Source: an optimization exercise on an open RTL-to-GDS flow (aim: small area, a short achievable clock period and few clock cycles per item). Production flows keep margins and buffers that such runs may drop. Only simulation tests tie the RTL to the original design; equivalence was not proved. Power and IR drop assume default switching activity.

==> flow/design.v (excerpt) <==
module rs_mul
#(
    parameter int RS_COUNT = 2,
    parameter ROB_DEPTH = 32,
    parameter TAG_LEN = $clog2(ROB_DEPTH) - 1
)(
    input logic clk,
    input logic rst,branch_mispredicted,
    input logic [TAG_LEN:0] cdb_tag1,cdb_tag2, cdb_tag3,cdb_tag4,
    input logic [31:0] cdb_result1,cdb_result2,cdb_result3,cdb_result4,
    input logic update_add,update_rob,update_lsq,update_bp,
    input logic dis_valid,
    input logic [1:0] dis_rs_type,
    input logic [4:0] dis_aluop,
    input logic dis_rs1_rdy, dis_rs2_rdy,
    input logic [TAG_LEN:0] dis_Qj, dis_Qk, dis_rob_num,
    input logic [31:0] dis_rs1_data, dis_rs2_data,
    output logic mul_rdy,mul_full,
    output logic [TAG_LEN:0] rob_num_mul,
    output  logic [31:0] rs1m,rs2m,
    output logic [31:0] result_mul
);
Settings: LEC_CHECK=0, ABC_AREA=1, CAP_MARGIN=40, CORE_MARGIN=2, CORE_UTILIZATION=55, PLACE_DENSITY=0.7, SLEW_MARGIN=40; clock period 10.0 ns.
standard.sh (not shown) runs the stock make flow with config.mk's settings and CLKGATE_MAP_FILE= SYNTH_SCRIPT=/design/flow/synth_recipe.tcl, a recipe that flattens the netlist after the stock synthesis.
==> flow/flow/run.sh <==
#!/bin/bash
# Own layout flow: the standard synthesis unchanged, then the standard ORFS layout with
#  - port buffers of the plain sky130_fd_sc_hd__buf_2 cell.
# Each step's full output goes to a log file in this folder (ORFS's own logs are under orfs/logs).
set -euo pipefail
B="BUFFER_PORTS_ARGS=-buffer_cell sky130_fd_sc_hd__buf_2"
bash standard.sh synth > flow_synth.log 2>&1
bash standard.sh SETUP_SLACK_MARGIN=6 "$B" cts > flow_cts.log 2>&1
bash standard.sh SETUP_SLACK_MARGIN=5.75 "$B" finish > flow_finish.log 2>&1
The first run completed with no timing, DRC or antenna violations.
Testbench counts at the start, summed over its fixed seeds: cycles 5,196, items 1,840.
Next try:
==> flow/flow/run.sh (replaced) <==
#!/bin/bash
set -euo pipefail
B="BUFFER_PORTS_ARGS=-buffer_cell sky130_fd_sc_hd__buf_2"
bash standard.sh synth > flow_synth.log 2>&1
bash standard.sh SETUP_SLACK_MARGIN=6 "$B" cts > flow_cts.log 2>&1
bash standard.sh SETUP_SLACK_MARGIN=5.75 "$B" finish > flow_finish.log 2>&1
- CORE_UTILIZATION: 55 -> 40
- PLACE_DENSITY: 0.7 -> default
Result: The new run completed with no timing, DRC or antenna violations. Area after synthesis does not change. Setup slack is worse by 0.047 ns. Register-to-register slack is worse by 0.09 ns. Core utilization drops by 16 points. Total power came out higher by 2.0%. Hold slack gets better by 0.0082 ns. Final area went up by 2.3%. Die area rises by about 37%.
Next try:
--- a/flow/flow/run.sh
+++ b/flow/flow/run.sh
@@ -1,0 +2,3 @@
+# Own layout flow: the standard synthesis unchanged, then the standard ORFS layout with
+#  - port buffers of the plain sky130_fd_sc_hd__buf_2 cell.
+# Each step's full output goes to a log file in this folder (ORFS's own logs are under orfs/logs).
- CORE_UTILIZATION: 40 -> 55
After rerunning:
- The new run finished with timing, DRC and antenna clean
- routed wire length fell by 5.8%
- fmax rose by 1.6%
- first-iteration DRC count rose by 29%
- worst setup slack improved by 0.068 ns
- synthesized area stays the same
- non-clock buffer count fell by 67
Next try:
- CORE_UTILIZATION: 55 -> 40
Setup slack is worse by 0.068 ns.
Sequential share of layout area drops by 0.49 points.
Die area climbs by 37%.
Area after synthesis stays the same.
Design area climbs by 2.2%.
Cell count climbs by 6.1%.
Critical path depth climbs by 12.
Power climbs by 1.1%.
Register-to-register slack is worse by 0.07 ns.
Hold slack is better by 0.0082 ns.
Wire length climbs by 6.1%.

========
Starting RTL as in the previous note.
Settings: LEC_CHECK=0, ABC_AREA=1, CAP_MARGIN=40, CORE_MARGIN=2, CORE_UTILIZATION=50, SLEW_MARGIN=40; clock period 10.0 ns.
==> flow/flow/run.sh <==
#!/bin/bash
# Own layout flow: the standard synthesis unchanged, then the standard ORFS layout with
#  - port buffers of the plain sky130_fd_sc_hd__buf_2 cell.
# Each step's full output goes to a log file in this folder (ORFS's own logs are under orfs/logs).
set -euo pipefail
B="BUFFER_PORTS_ARGS=-buffer_cell sky130_fd_sc_hd__buf_2"
bash standard.sh synth > flow_synth.log 2>&1
bash standard.sh SETUP_SLACK_MARGIN=6 "$B" cts > flow_cts.log 2>&1
bash standard.sh SETUP_SLACK_MARGIN=5.75 "$B" finish > flow_finish.log 2>&1
Testbench counts at the start, summed over its fixed seeds: cycles 5,196, items 1,840.
Rerun with:
- ABC_AREA: 1 -> default
- CORE_UTILIZATION: 50 -> 40
=> Power came out higher by a few percent. Critical path depth came out higher by 6. Hold slack is worse by 5.2 ps. Clock skew came out higher by 45 ps. Final area came out higher by a few percent. Wire length came out higher slightly. Maximum frequency came out higher slightly. Worst setup slack is better by 20 ps. Sequential share of layout area came out lower by 0.60 points.
Rerun with:
- ABC_AREA: default -> 1
- CORE_UTILIZATION: 40 -> 72
=> This time the run did not get past 5_1_grt. Synthesized cell count rose by 14%. Area after synthesis fell by 3.2%.
Rerun with:
==> flow/flow/run.sh (replaced) <==
#!/bin/bash
# Own layout flow: the standard synthesis unchanged, then the standard ORFS layout with
#  - port buffers of the plain sky130_fd_sc_hd__buf_2 cell.
# Each step's full output goes to a log file in this folder (ORFS's own logs are under orfs/logs).
set -euo pipefail
bash standard.sh synth > flow_synth.log 2>&1
bash standard.sh SETUP_SLACK_MARGIN=6 "BUFFER_PORTS_ARGS=-buffer_cell sky130_fd_sc_hd__buf_2" finish > flow_layout.log 2>&1
- CORE_UTILIZATION: 72 -> 40
- The changed run produced a clean layout
- synthesized area stays the same
- synthesized cell count stays the same

========
rs_mul, a different RTL version from the one above (not shown whole).
Size in the first run: roughly 7700 cells after synthesis.
Design rs_mul, start of the top module:
module rs_mul
#(
    parameter int RS_COUNT = 2,
    parameter ROB_DEPTH = 32,
    parameter TAG_LEN = $clog2(ROB_DEPTH) - 1
)(
    input logic clk,
    input logic rst,branch_mispredicted,
    input logic [TAG_LEN:0] cdb_tag1,cdb_tag2, cdb_tag3,cdb_tag4,
    input logic [31:0] cdb_result1,cdb_result2,cdb_result3,cdb_result4,
    input logic update_add,update_rob,update_lsq,update_bp,
    input logic dis_valid,
    input logic [1:0] dis_rs_type,
    input logic [4:0] dis_aluop,
    input logic dis_rs1_rdy, dis_rs2_rdy,
    input logic [TAG_LEN:0] dis_Qj, dis_Qk, dis_rob_num,
    input logic [31:0] dis_rs1_data, dis_rs2_data,
    output logic mul_rdy,mul_full,
    output logic [TAG_LEN:0] rob_num_mul,
    output  logic [31:0] rs1m,rs2m,
    output logic [31:0] result_mul
);
Settings: LEC_CHECK=0, ABC_AREA=1, CAP_MARGIN=40, CORE_MARGIN=2, CORE_UTILIZATION=40, SLEW_MARGIN=40; clock period 10.0 ns.
==> flow/flow/run.sh <==
#!/bin/bash
# Own layout flow: the standard synthesis unchanged, then the standard ORFS layout with
#  - port buffers of the plain sky130_fd_sc_hd__buf_2 cell.
# Each step's full output goes to a log file in this folder (ORFS's own logs are under orfs/logs).
set -euo pipefail
B="BUFFER_PORTS_ARGS=-buffer_cell sky130_fd_sc_hd__buf_2"
bash standard.sh synth > flow_synth.log 2>&1
bash standard.sh SETUP_SLACK_MARGIN=6 "$B" cts > flow_cts.log 2>&1
bash standard.sh SETUP_SLACK_MARGIN=5.5 "$B" finish > flow_finish.log 2>&1
The starting point produced a clean layout.
Testbench counts at the start, summed over its fixed seeds: cycles 5,405, items 1,840.
Change:
--- a/flow/flow/run.sh
+++ b/flow/flow/run.sh
@@ -6 +5,0 @@
-B="BUFFER_PORTS_ARGS=-buffer_cell sky130_fd_sc_hd__buf_2"
@@ -8,2 +7 @@
-bash standard.sh SETUP_SLACK_MARGIN=6 "$B" cts > flow_cts.log 2>&1
-bash standard.sh SETUP_SLACK_MARGIN=5.5 "$B" finish > flow_finish.log 2>&1
+bash standard.sh SETUP_SLACK_MARGIN=6 "BUFFER_PORTS_ARGS=-buffer_cell sky130_fd_sc_hd__buf_2" finish > flow_layout.log 2>&1
=>
- non-clock buffer count went up by 238
- final area went up by 6.0%
- synthesized area is unchanged
- clock power barely changes
- setup slack improves by 0.20 ns
- synthesized cell count is unchanged
- critical path depth went up by 12
- power went up by about 2.4%
- global-route usage does not change

========
Setup of run 3:
Another version of the RTL of rs_mul (not shown whole).
Size in the first run: ~8100 cells after synthesis, about 570 flip-flops, about 350 I/O pins, about 57000 sq um of cells after synthesis.
Settings: LEC_CHECK=0, ABC_AREA=1, CAP_MARGIN=40, CORE_MARGIN=2, CORE_UTILIZATION=55, SLEW_MARGIN=40; clock period 10.0 ns.
==> flow/flow/run.sh <==
#!/bin/bash
# Own layout flow: the standard synthesis unchanged, then the standard ORFS layout with
#  - port buffers of the plain sky130_fd_sc_hd__buf_2 cell.
# Each step's full output goes to a log file in this folder (ORFS's own logs are under orfs/logs).
set -euo pipefail
B="BUFFER_PORTS_ARGS=-buffer_cell sky130_fd_sc_hd__buf_2"
bash standard.sh synth > flow_synth.log 2>&1
bash standard.sh SETUP_SLACK_MARGIN=6 "$B" cts > flow_cts.log 2>&1
bash standard.sh SETUP_SLACK_MARGIN=5.75 "$B" finish > flow_finish.log 2>&1
Run 3: no failed stages, no open violations at the end
Testbench counts of run 3, summed over its fixed seeds: cycles 4,795, items 1,840.
Setup changes, run 3 to run 1
-- flow/config.mk --
<<< run 3, line 11
export CORE_UTILIZATION = 55
>>> run 1, line 11
export CORE_UTILIZATION = 50
Results
Going from run 3 to run 1, largest net degree at the start of global routing shows a reduction of about 11%; proportion of power drawn by the clock network shows a reduction of 0.7 points; fraction of layout cells with a size suffix above 1 shows an increase of 0.63 points; fmax shows a reduction of 5.7%.

========
rs_mul, a different RTL version from the one above (not shown whole).
For scale: roughly 560 flip-flops, about 350 I/O pins, ~57000 µm² of cells after synthesis.
Settings: LEC_CHECK=0, ABC_AREA=1, CAP_MARGIN=40, CORE_MARGIN=2, CORE_UTILIZATION=40, SLEW_MARGIN=40; clock period 10.0 ns.
==> flow/flow/run.sh <==
#!/bin/bash
set -euo pipefail
B="BUFFER_PORTS_ARGS=-buffer_cell sky130_fd_sc_hd__buf_2"
bash standard.sh synth > flow_synth.log 2>&1
bash standard.sh SETUP_SLACK_MARGIN=6 "$B" cts > flow_cts.log 2>&1
bash standard.sh SETUP_SLACK_MARGIN=5.75 "$B" finish > flow_finish.log 2>&1
Testbench counts at the start, summed over its fixed seeds: cycles 5,196, items 1,840.
Change:
==> flow/flow/run.sh (replaced) <==
#!/bin/bash
# Own layout flow: the standard synthesis unchanged, then the standard ORFS layout with
#  - port buffers of the plain sky130_fd_sc_hd__buf_2 cell.
# Each step's full output goes to a log file in this folder (ORFS's own logs are under orfs/logs).
set -euo pipefail
bash standard.sh synth > flow_synth.log 2>&1
bash standard.sh SETUP_SLACK_MARGIN=6 "BUFFER_PORTS_ARGS=-buffer_cell sky130_fd_sc_hd__buf_2" finish > flow_layout.log 2>&1
Result: Final area grows by about 2.5%. Worst hold slack hardly moves. Global-route usage is unchanged. Maximum frequency grows by 0.71%.

## re-timing with driven ports
In the flow no input, the clock included, has a driving cell. The finished layouts below were timed again as built, in two steps. Step 1, drivers: a clkbuf_16 drives clk and a buf_2 each remaining input, both assumed. Step 2, shift: input delay + t, output delay - t, t = (earliest + latest rising clock arrival at the registers) / 2. This alone moves slack from input paths to output paths. Three values: no drivers, after step 1, after step 2; two values: the first two.
run | shift t [ns] | setup WS [ns] | hold WS [ns] | latest minus earliest clock arrival (ns) | worst data-port slew with drivers (ns)
the first run of note 1 | 0.746 | 5.709 / 5.746 / 5.011 | 0.330 / 0.330 / 0.330 | 0.040 / 0.041 | 0.17
the second run of note 1 | 0.781 | 5.662 / 5.662 / 5.077 | 0.338 / 0.338 / 0.338 | 0.044 / 0.044 | 0.24
the third run of note 1 | 0.794 | 5.730 / 5.730 / 5.016 | 0.330 / 0.330 / 0.330 | 0.029 / 0.029 | 0.28
the fourth run of note 1 | 0.781 | 5.662 / 5.662 / 5.077 | 0.338 / 0.338 / 0.338 | 0.044 / 0.044 | 0.24
the first run of note 2 | 0.753 | 5.740 / 5.781 / 5.028 | 0.338 / 0.338 / 0.338 | 0.040 / 0.040 | 0.15
the second run of note 2 | 0.774 | 5.761 / 5.761 / 5.058 | 0.333 / 0.333 / 0.333 | 0.092 / 0.092 | 0.28
the fourth run of note 2 | 0.786 | 5.687 / 5.687 / 5.293 | 0.339 / 0.339 / 0.339 | 0.047 / 0.048 | 0.24
the first run of note 3 | 0.789 | 5.567 / 5.637 / 4.848 | 0.411 / 0.411 / 0.411 | 0.067 / 0.067 | 0.21
the second run of note 3 | 0.793 | 5.763 / 5.763 / 5.190 | 0.413 / 0.413 / 0.413 | 0.062 / 0.062 | 0.22
run 3 | 0.756 | 5.737 / 5.737 / 5.037 | 0.320 / 0.320 / 0.320 | 0.030 / 0.031 | 0.35
run 1 | 0.778 | 5.481 / 5.481 / 4.973 | 0.328 / 0.328 / 0.328 | 0.042 / 0.042 | 0.32
the first run of note 5 | 0.758 | 5.472 / 5.472 / 5.045 | 0.416 / 0.416 / 0.416 | 0.061 / 0.061 | 0.16
the second run of note 5 | 0.760 | 5.503 / 5.503 / 5.248 | 0.417 / 0.417 / 0.417 | 0.062 / 0.062 | 0.15
After both steps setup and hold are still met in every run listed. For the first run of note 3, which loses most, drivers alone change the setup slack by +0.070 ns; drivers and shift together by -0.719 ns.
